This is an optimization exercise on Yosys and OpenROAD, whose aim is small area, not a production implementation.
In this exercise RTL edits were held to simulation tests only and were not proved equivalent to the original.

==> branch zinc: inputs <==
## inverter_5level_top
module inverter_5level_top #(
    parameter DATA_WIDTH = 16,
    parameter PHASE_WIDTH = 32,
    parameter DEADTIME_WIDTH = 8,
    parameter CARRIER_DIV_WIDTH = 16
)(
    input  wire                         clk,
    input  wire                         rst_n,
    input  wire                         enable,
    input  wire [PHASE_WIDTH-1:0]       freq_50hz,
    input  wire [DATA_WIDTH-1:0]        modulation_index,
    input  wire [DEADTIME_WIDTH-1:0]    deadtime_cycles,
    input  wire [CARRIER_DIV_WIDTH-1:0] carrier_freq_div,
    output wire                         pwm1_ch1_high,
    output wire                         pwm1_ch1_low,
    output wire                         pwm1_ch2_high,
    output wire                         pwm1_ch2_low,
    output wire                         pwm2_ch1_high,
    output wire                         pwm2_ch1_low,
    output wire                         pwm2_ch2_high,
    output wire                         pwm2_ch2_low,
    output wire                         sync_pulse,
    output wire                         fault
);
==> module carrier_generator, before the edit <==
module carrier_generator (
    input  wire        clk,
    input  wire        rst_n,
    input  wire        enable,
    input  wire [15:0] freq_div,
    output wire [15:0] cu,
    output reg         sync_pulse
);
    reg [15:0] counter;
    reg        counter_dir;
    reg        prev_dir;
    wire [16:0] cnt_inc;
    assign cnt_inc[0] = 1'b1;
    wire [15:0] cnt_plus1;
    genvar gi;
    generate
        for (gi = 0; gi < 16; gi = gi + 1) begin : g_inc
            assign cnt_plus1[gi]  = counter[gi] ^ cnt_inc[gi];
            assign cnt_inc[gi+1]  = counter[gi] & cnt_inc[gi];
        end
    endgenerate
    wire [16:0] ge;
    assign ge[0] = 1'b1;
    generate
        for (gi = 0; gi < 16; gi = gi + 1) begin : g_ge
            assign ge[gi+1] = (cnt_plus1[gi] & ~freq_div[gi]) | (ge[gi] & (cnt_plus1[gi] | ~freq_div[gi]));
        end
    endgenerate
    wire wrap = (|freq_div) && (cnt_inc[16] || ge[16]);
    always @(posedge clk or negedge rst_n) begin
        if (!rst_n) begin
            counter     <= 16'd0;
            counter_dir <= 1'b0;
            prev_dir    <= 1'b0;
            sync_pulse  <= 1'b0;
        end else if (enable) begin
            if (wrap) begin
                counter     <= 16'd0;
                counter_dir <= ~counter_dir;
            end else begin
                counter     <= cnt_plus1;
            end
            prev_dir   <= counter_dir;
            sync_pulse <= ~prev_dir & counter_dir;
        end else begin
            counter     <= 16'd0;
            counter_dir <= 1'b0;
            sync_pulse  <= 1'b0;
        end
    end
    assign cu = counter_dir ? {counter[15], ~counter[14:0]} : counter;
endmodule
==> module pwm_comparator, before the edit <==
module pwm_comparator #(
    parameter RESET_CMP = 1'b0
)(
    input  wire       clk,
    input  wire       rst_n,
    input  wire       enable,
    input  wire       cmp_next,
    input  wire [7:0] deadtime,
    output wire       pwm_high,
    output wire       pwm_low
);
    reg       cmp;
    reg       pwm_raw;
    reg       pwm_raw_prev;
    reg [7:0] deadtime_counter;
    reg       out_en;
    wire       edge_seen = pwm_raw ^ pwm_raw_prev;
    wire       dt_zero   = ~|deadtime_counter;
    wire [8:0] borrow;
    wire [7:0] dt_dec;
    assign borrow[0] = 1'b1;
    genvar gi;
    generate
        for (gi = 0; gi < 8; gi = gi + 1) begin : g_dec
            assign dt_dec[gi]   = deadtime_counter[gi] ^ borrow[gi];
            assign borrow[gi+1] = borrow[gi] & ~deadtime_counter[gi];
        end
    endgenerate
    wire [7:0] dt_next = edge_seen ? deadtime : (dt_zero ? 8'd0 : dt_dec);
    always @(posedge clk or negedge rst_n) begin
        if (!rst_n) begin
            cmp              <= RESET_CMP;
            pwm_raw          <= 1'b0;
            pwm_raw_prev     <= 1'b0;
            deadtime_counter <= 8'd0;
            out_en           <= 1'b0;
        end else begin
            cmp              <= enable ? cmp_next : RESET_CMP;
            pwm_raw          <= enable & cmp;
            pwm_raw_prev     <= enable & pwm_raw;
            deadtime_counter <= enable ? dt_next : 8'd0;
            out_en           <= enable & ~edge_seen & dt_zero;
        end
    end
    assign pwm_high = out_en & pwm_raw_prev;
    assign pwm_low  = out_en & ~pwm_raw_prev;
endmodule
export LEC_CHECK = 0
export CAP_MARGIN = 20
export CORE_MARGIN = 2
export CORE_UTILIZATION = 40
export CTS_BUF_LIST = sky130_fd_sc_hd__clkbuf_8
export GPL_TIMING_DRIVEN = 0
export SLEW_MARGIN = 20
create_clock -name core_clock -period 10.0 [get_ports {clk}]
standard.sh (not shown) runs the stock make flow with config.mk's settings and CLKGATE_MAP_FILE= SYNTH_SCRIPT=/design/flow/synth_recipe.tcl, a recipe that flattens the netlist after the stock synthesis.
==> flow/flow/run.sh <==
#!/bin/bash
# Own layout flow: the standard flow (standard.sh) with two changes:
#  - synthesis maps logic with an area-oriented ABC script (flow/abc_area.script)
#    instead of ORFS's speed script; registers are mapped as before (dfflibmap
#    runs before ABC), so their names and cells match the standard synthesis;
#  - port buffers are sky130_fd_sc_hd__buf_1 (every port still gets one).
# Each tool's output is in orfs/logs/...; make's own output goes to flow_make.log.
set -euo pipefail
here=$(pwd)
rm -rf "$here/scripts_area"
cp -r "$FLOW_HOME/scripts" "$here/scripts_area"
cp "$here/flow/abc_area.script" "$here/scripts_area/abc_area.script"
bash standard.sh \
  SCRIPTS_DIR="$here/scripts_area" \
  ABC_AREA=1 \
  BUFFER_PORTS_ARGS="-buffer_cell sky130_fd_sc_hd__buf_1" \
  finish > "$here/flow_make.log" 2>&1
==> flow/flow/abc_area.script <==
strash
&get -n
&deepsyn -T 60
&put
dch
map -a
topo
stime -c
==> inputs of branch tundra, as changes to branch zinc <==
--- a/flow/design.v
+++ b/flow/design.v
@@ -636,12 +636,5 @@
         end
     endgenerate
-    wire [16:0] ge;
-    assign ge[0] = 1'b1;
-    generate
-        for (gi = 0; gi < 16; gi = gi + 1) begin : g_ge
-            assign ge[gi+1] = (cnt_plus1[gi] & ~freq_div[gi]) | (ge[gi] & (cnt_plus1[gi] | ~freq_div[gi]));
-        end
-    endgenerate
-    wire wrap = (|freq_div) && (cnt_inc[16] || ge[16]);
+    wire wrap = (|freq_div) && (cnt_inc[16] || (cnt_plus1 >= freq_div));
     always @(posedge clk or negedge rst_n) begin
         if (!rst_n) begin
@@ -683,17 +676,4 @@
     reg [7:0] deadtime_counter;
     reg       out_en;
-    wire       edge_seen = pwm_raw ^ pwm_raw_prev;
-    wire       dt_zero   = ~|deadtime_counter;
-    wire [8:0] borrow;
-    wire [7:0] dt_dec;
-    assign borrow[0] = 1'b1;
-    genvar gi;
-    generate
-        for (gi = 0; gi < 8; gi = gi + 1) begin : g_dec
-            assign dt_dec[gi]   = deadtime_counter[gi] ^ borrow[gi];
-            assign borrow[gi+1] = borrow[gi] & ~deadtime_counter[gi];
-        end
-    endgenerate
-    wire [7:0] dt_next = edge_seen ? deadtime : (dt_zero ? 8'd0 : dt_dec);
     always @(posedge clk or negedge rst_n) begin
         if (!rst_n) begin
@@ -703,10 +683,23 @@
             deadtime_counter <= 8'd0;
             out_en           <= 1'b0;
+        end else if (enable) begin
+            cmp          <= cmp_next;
+            pwm_raw      <= cmp;
+            pwm_raw_prev <= pwm_raw;
+            if (pwm_raw != pwm_raw_prev) begin
+                deadtime_counter <= deadtime;
+                out_en           <= 1'b0;
+            end else if (deadtime_counter != 8'd0) begin
+                deadtime_counter <= deadtime_counter - 8'd1;
+                out_en           <= 1'b0;
+            end else begin
+                out_en           <= 1'b1;
+            end
         end else begin
-            cmp              <= enable ? cmp_next : RESET_CMP;
-            pwm_raw          <= enable & cmp;
-            pwm_raw_prev     <= enable & pwm_raw;
-            deadtime_counter <= enable ? dt_next : 8'd0;
-            out_en           <= enable & ~edge_seen & dt_zero;
+            cmp              <= RESET_CMP;
+            pwm_raw          <= 1'b0;
+            pwm_raw_prev     <= 1'b0;
+            deadtime_counter <= 8'd0;
+            out_en           <= 1'b0;
         end
     end
==> flow/run.sh (new file) <==
#!/bin/bash
# synth_recipe.tcl (not shown) runs the flow's synth.tcl, then flattens the netlist and writes it again
# the make line also repeats each setting of config.mk as NAME=value (left out here)
make -C /OpenROAD-flow-scripts/flow DESIGN_CONFIG=/design/flow/config.mk WORK_HOME=/design/flow/orfs CLKGATE_MAP_FILE= SYNTH_SCRIPT=/design/flow/synth_recipe.tcl finish
- CTS_BUF_LIST: sky130_fd_sc_hd__clkbuf_8 -> unset
- GPL_TIMING_DRIVEN: 0 -> unset
removed: flow/flow/run.sh
removed: flow/flow/abc_area.script
removed: flow/standard.sh
==> inputs of branch indigo, as changes to branch zinc <==
--- a/flow/design.v
+++ b/flow/design.v
@@ -636,12 +636,5 @@
         end
     endgenerate
-    wire [16:0] ge;
-    assign ge[0] = 1'b1;
-    generate
-        for (gi = 0; gi < 16; gi = gi + 1) begin : g_ge
-            assign ge[gi+1] = (cnt_plus1[gi] & ~freq_div[gi]) | (ge[gi] & (cnt_plus1[gi] | ~freq_div[gi]));
-        end
-    endgenerate
-    wire wrap = (|freq_div) && (cnt_inc[16] || ge[16]);
+    wire wrap = (|freq_div) && (cnt_inc[16] || (cnt_plus1 >= freq_div));
     always @(posedge clk or negedge rst_n) begin
         if (!rst_n) begin
@@ -683,17 +676,4 @@
     reg [7:0] deadtime_counter;
     reg       out_en;
-    wire       edge_seen = pwm_raw ^ pwm_raw_prev;
-    wire       dt_zero   = ~|deadtime_counter;
-    wire [8:0] borrow;
-    wire [7:0] dt_dec;
-    assign borrow[0] = 1'b1;
-    genvar gi;
-    generate
-        for (gi = 0; gi < 8; gi = gi + 1) begin : g_dec
-            assign dt_dec[gi]   = deadtime_counter[gi] ^ borrow[gi];
-            assign borrow[gi+1] = borrow[gi] & ~deadtime_counter[gi];
-        end
-    endgenerate
-    wire [7:0] dt_next = edge_seen ? deadtime : (dt_zero ? 8'd0 : dt_dec);
     always @(posedge clk or negedge rst_n) begin
         if (!rst_n) begin
@@ -703,10 +683,23 @@
             deadtime_counter <= 8'd0;
             out_en           <= 1'b0;
+        end else if (enable) begin
+            cmp          <= cmp_next;
+            pwm_raw      <= cmp;
+            pwm_raw_prev <= pwm_raw;
+            if (pwm_raw != pwm_raw_prev) begin
+                deadtime_counter <= deadtime;
+                out_en           <= 1'b0;
+            end else if (deadtime_counter != 8'd0) begin
+                deadtime_counter <= deadtime_counter - 8'd1;
+                out_en           <= 1'b0;
+            end else begin
+                out_en           <= 1'b1;
+            end
         end else begin
-            cmp              <= enable ? cmp_next : RESET_CMP;
-            pwm_raw          <= enable & cmp;
-            pwm_raw_prev     <= enable & pwm_raw;
-            deadtime_counter <= enable ? dt_next : 8'd0;
-            out_en           <= enable & ~edge_seen & dt_zero;
+            cmp              <= RESET_CMP;
+            pwm_raw          <= 1'b0;
+            pwm_raw_prev     <= 1'b0;
+            deadtime_counter <= 8'd0;
+            out_en           <= 1'b0;
         end
     end
- CTS_BUF_LIST: sky130_fd_sc_hd__clkbuf_8 -> unset
- GPL_TIMING_DRIVEN: 0 -> unset
==> impl_metrics.yaml <==
finish:
  clock_area_frac: 0.0261
global_route:
  track_usage: 0.245
worst_setup_path:
  timing.critical_path.from_type: "flop"
  timing_worst_setup_path_type: "flop to flop"
  crit_path_start: "sine_gen.ph_top[0]"
  cp_slowest_stage_delay_ns: 0.54
synth:
  synth_xor_xnor_area_share: 0.0221
  syn-mean-instance-area_sq_um: 7.96
  post_synth_and_or_nand_nor_area_fraction: 0.146
status:
  outcome: "no timing/DRC/antenna violations"
Source of the figures above: branch indigo

==> impl_metrics.yaml <==
die:
  taps: 396
synth:
  syn-mean-instance-area_sq_um: 8.45
  post_synth_and_or_nand_nor_area_fraction: 0.155
  synth_cell_type_count: 88
  synth_xor_xnor_area_share: 0.0363
worst_setup_path:
  timing.critical_path.from_type: "input pin"
  cp_slowest_stage_delay_ns: 0.49
  timing_worst_setup_path_type: "input pin to flop"
status:
  outcome: "no timing/DRC/antenna violations"
finish:
  ff_latch_area_sq_um: 1900
  clock_area_frac: 0.0210
timing:
  timing.fmax_mhz: 104
  final_critical_path_setup_slack_ns: 0.417
global_route:
  track_usage: 0.224
Source of the figures above: branch tundra

==> impl_metrics.yaml <==
worst_setup_path:
  timing.critical_path.from_type: "input pin"
  cp_slowest_stage_delay_ns: 0.49
  cp_max_fo: 2
  timing_worst_setup_path_type: "input pin to flop"
  crit_path_start: "freq_50hz[12]"
global_route:
  grt_antenna_before_repair: 0
  track_usage: 0.239
finish:
  largestRegisters: "carrier_gen.counter x16, sine_gen.ph_low x12, sine_gen.ph_mid x12"
  area_taken_by_multi_input_logic_gates_sq_um: 7530
  clock_area_frac: 0.0173
die:
  core_area_sq_um: 25900
status:
  outcome: "no timing/DRC/antenna violations"
synth:
  post_synth_and_or_nand_nor_area_fraction: 0.160
  synth_xor_xnor_area_share: 0.0166
  syn-mean-instance-area_sq_um: 7.92
Source of the figures above: branch zinc

==> static timing again, ports no longer ideal <==
How much do the figures lean on ideal ports? The routed layouts below were timed once more, with nothing changed but the port constraints.
Step 1 sets driving cells, clkbuf_16 on the clock port and buf_2 on the other inputs (assumed; they add their load-dependent delay and slew).
Step 2 moves the port delays by t, midway between the first and last clock arrival at a register: inputs arrive t later, outputs are due t later. That takes back most of the time a late clock gives input paths.
Slacks: ideal ports / drivers / drivers and shift; pairs: ideal ports / drivers.
run | t, ns | setup slack, ns | hold WS [ns]
branch zinc | 0.370 | 0.621 / 0.630 / 0.259 | 0.432 / 0.432 / 0.432
branch tundra | 0.373 | 0.417 / 0.429 / 0.056 | 0.462 / 0.462 / 0.462
branch indigo | 0.378 | 0.772 / 0.772 / 0.464 | 0.425 / 0.425 / 0.425
After both steps setup and hold are still met in every run listed. For branch zinc, which loses most, drivers alone change the setup slack by +0.009 ns; drivers and shift together by -0.362 ns.
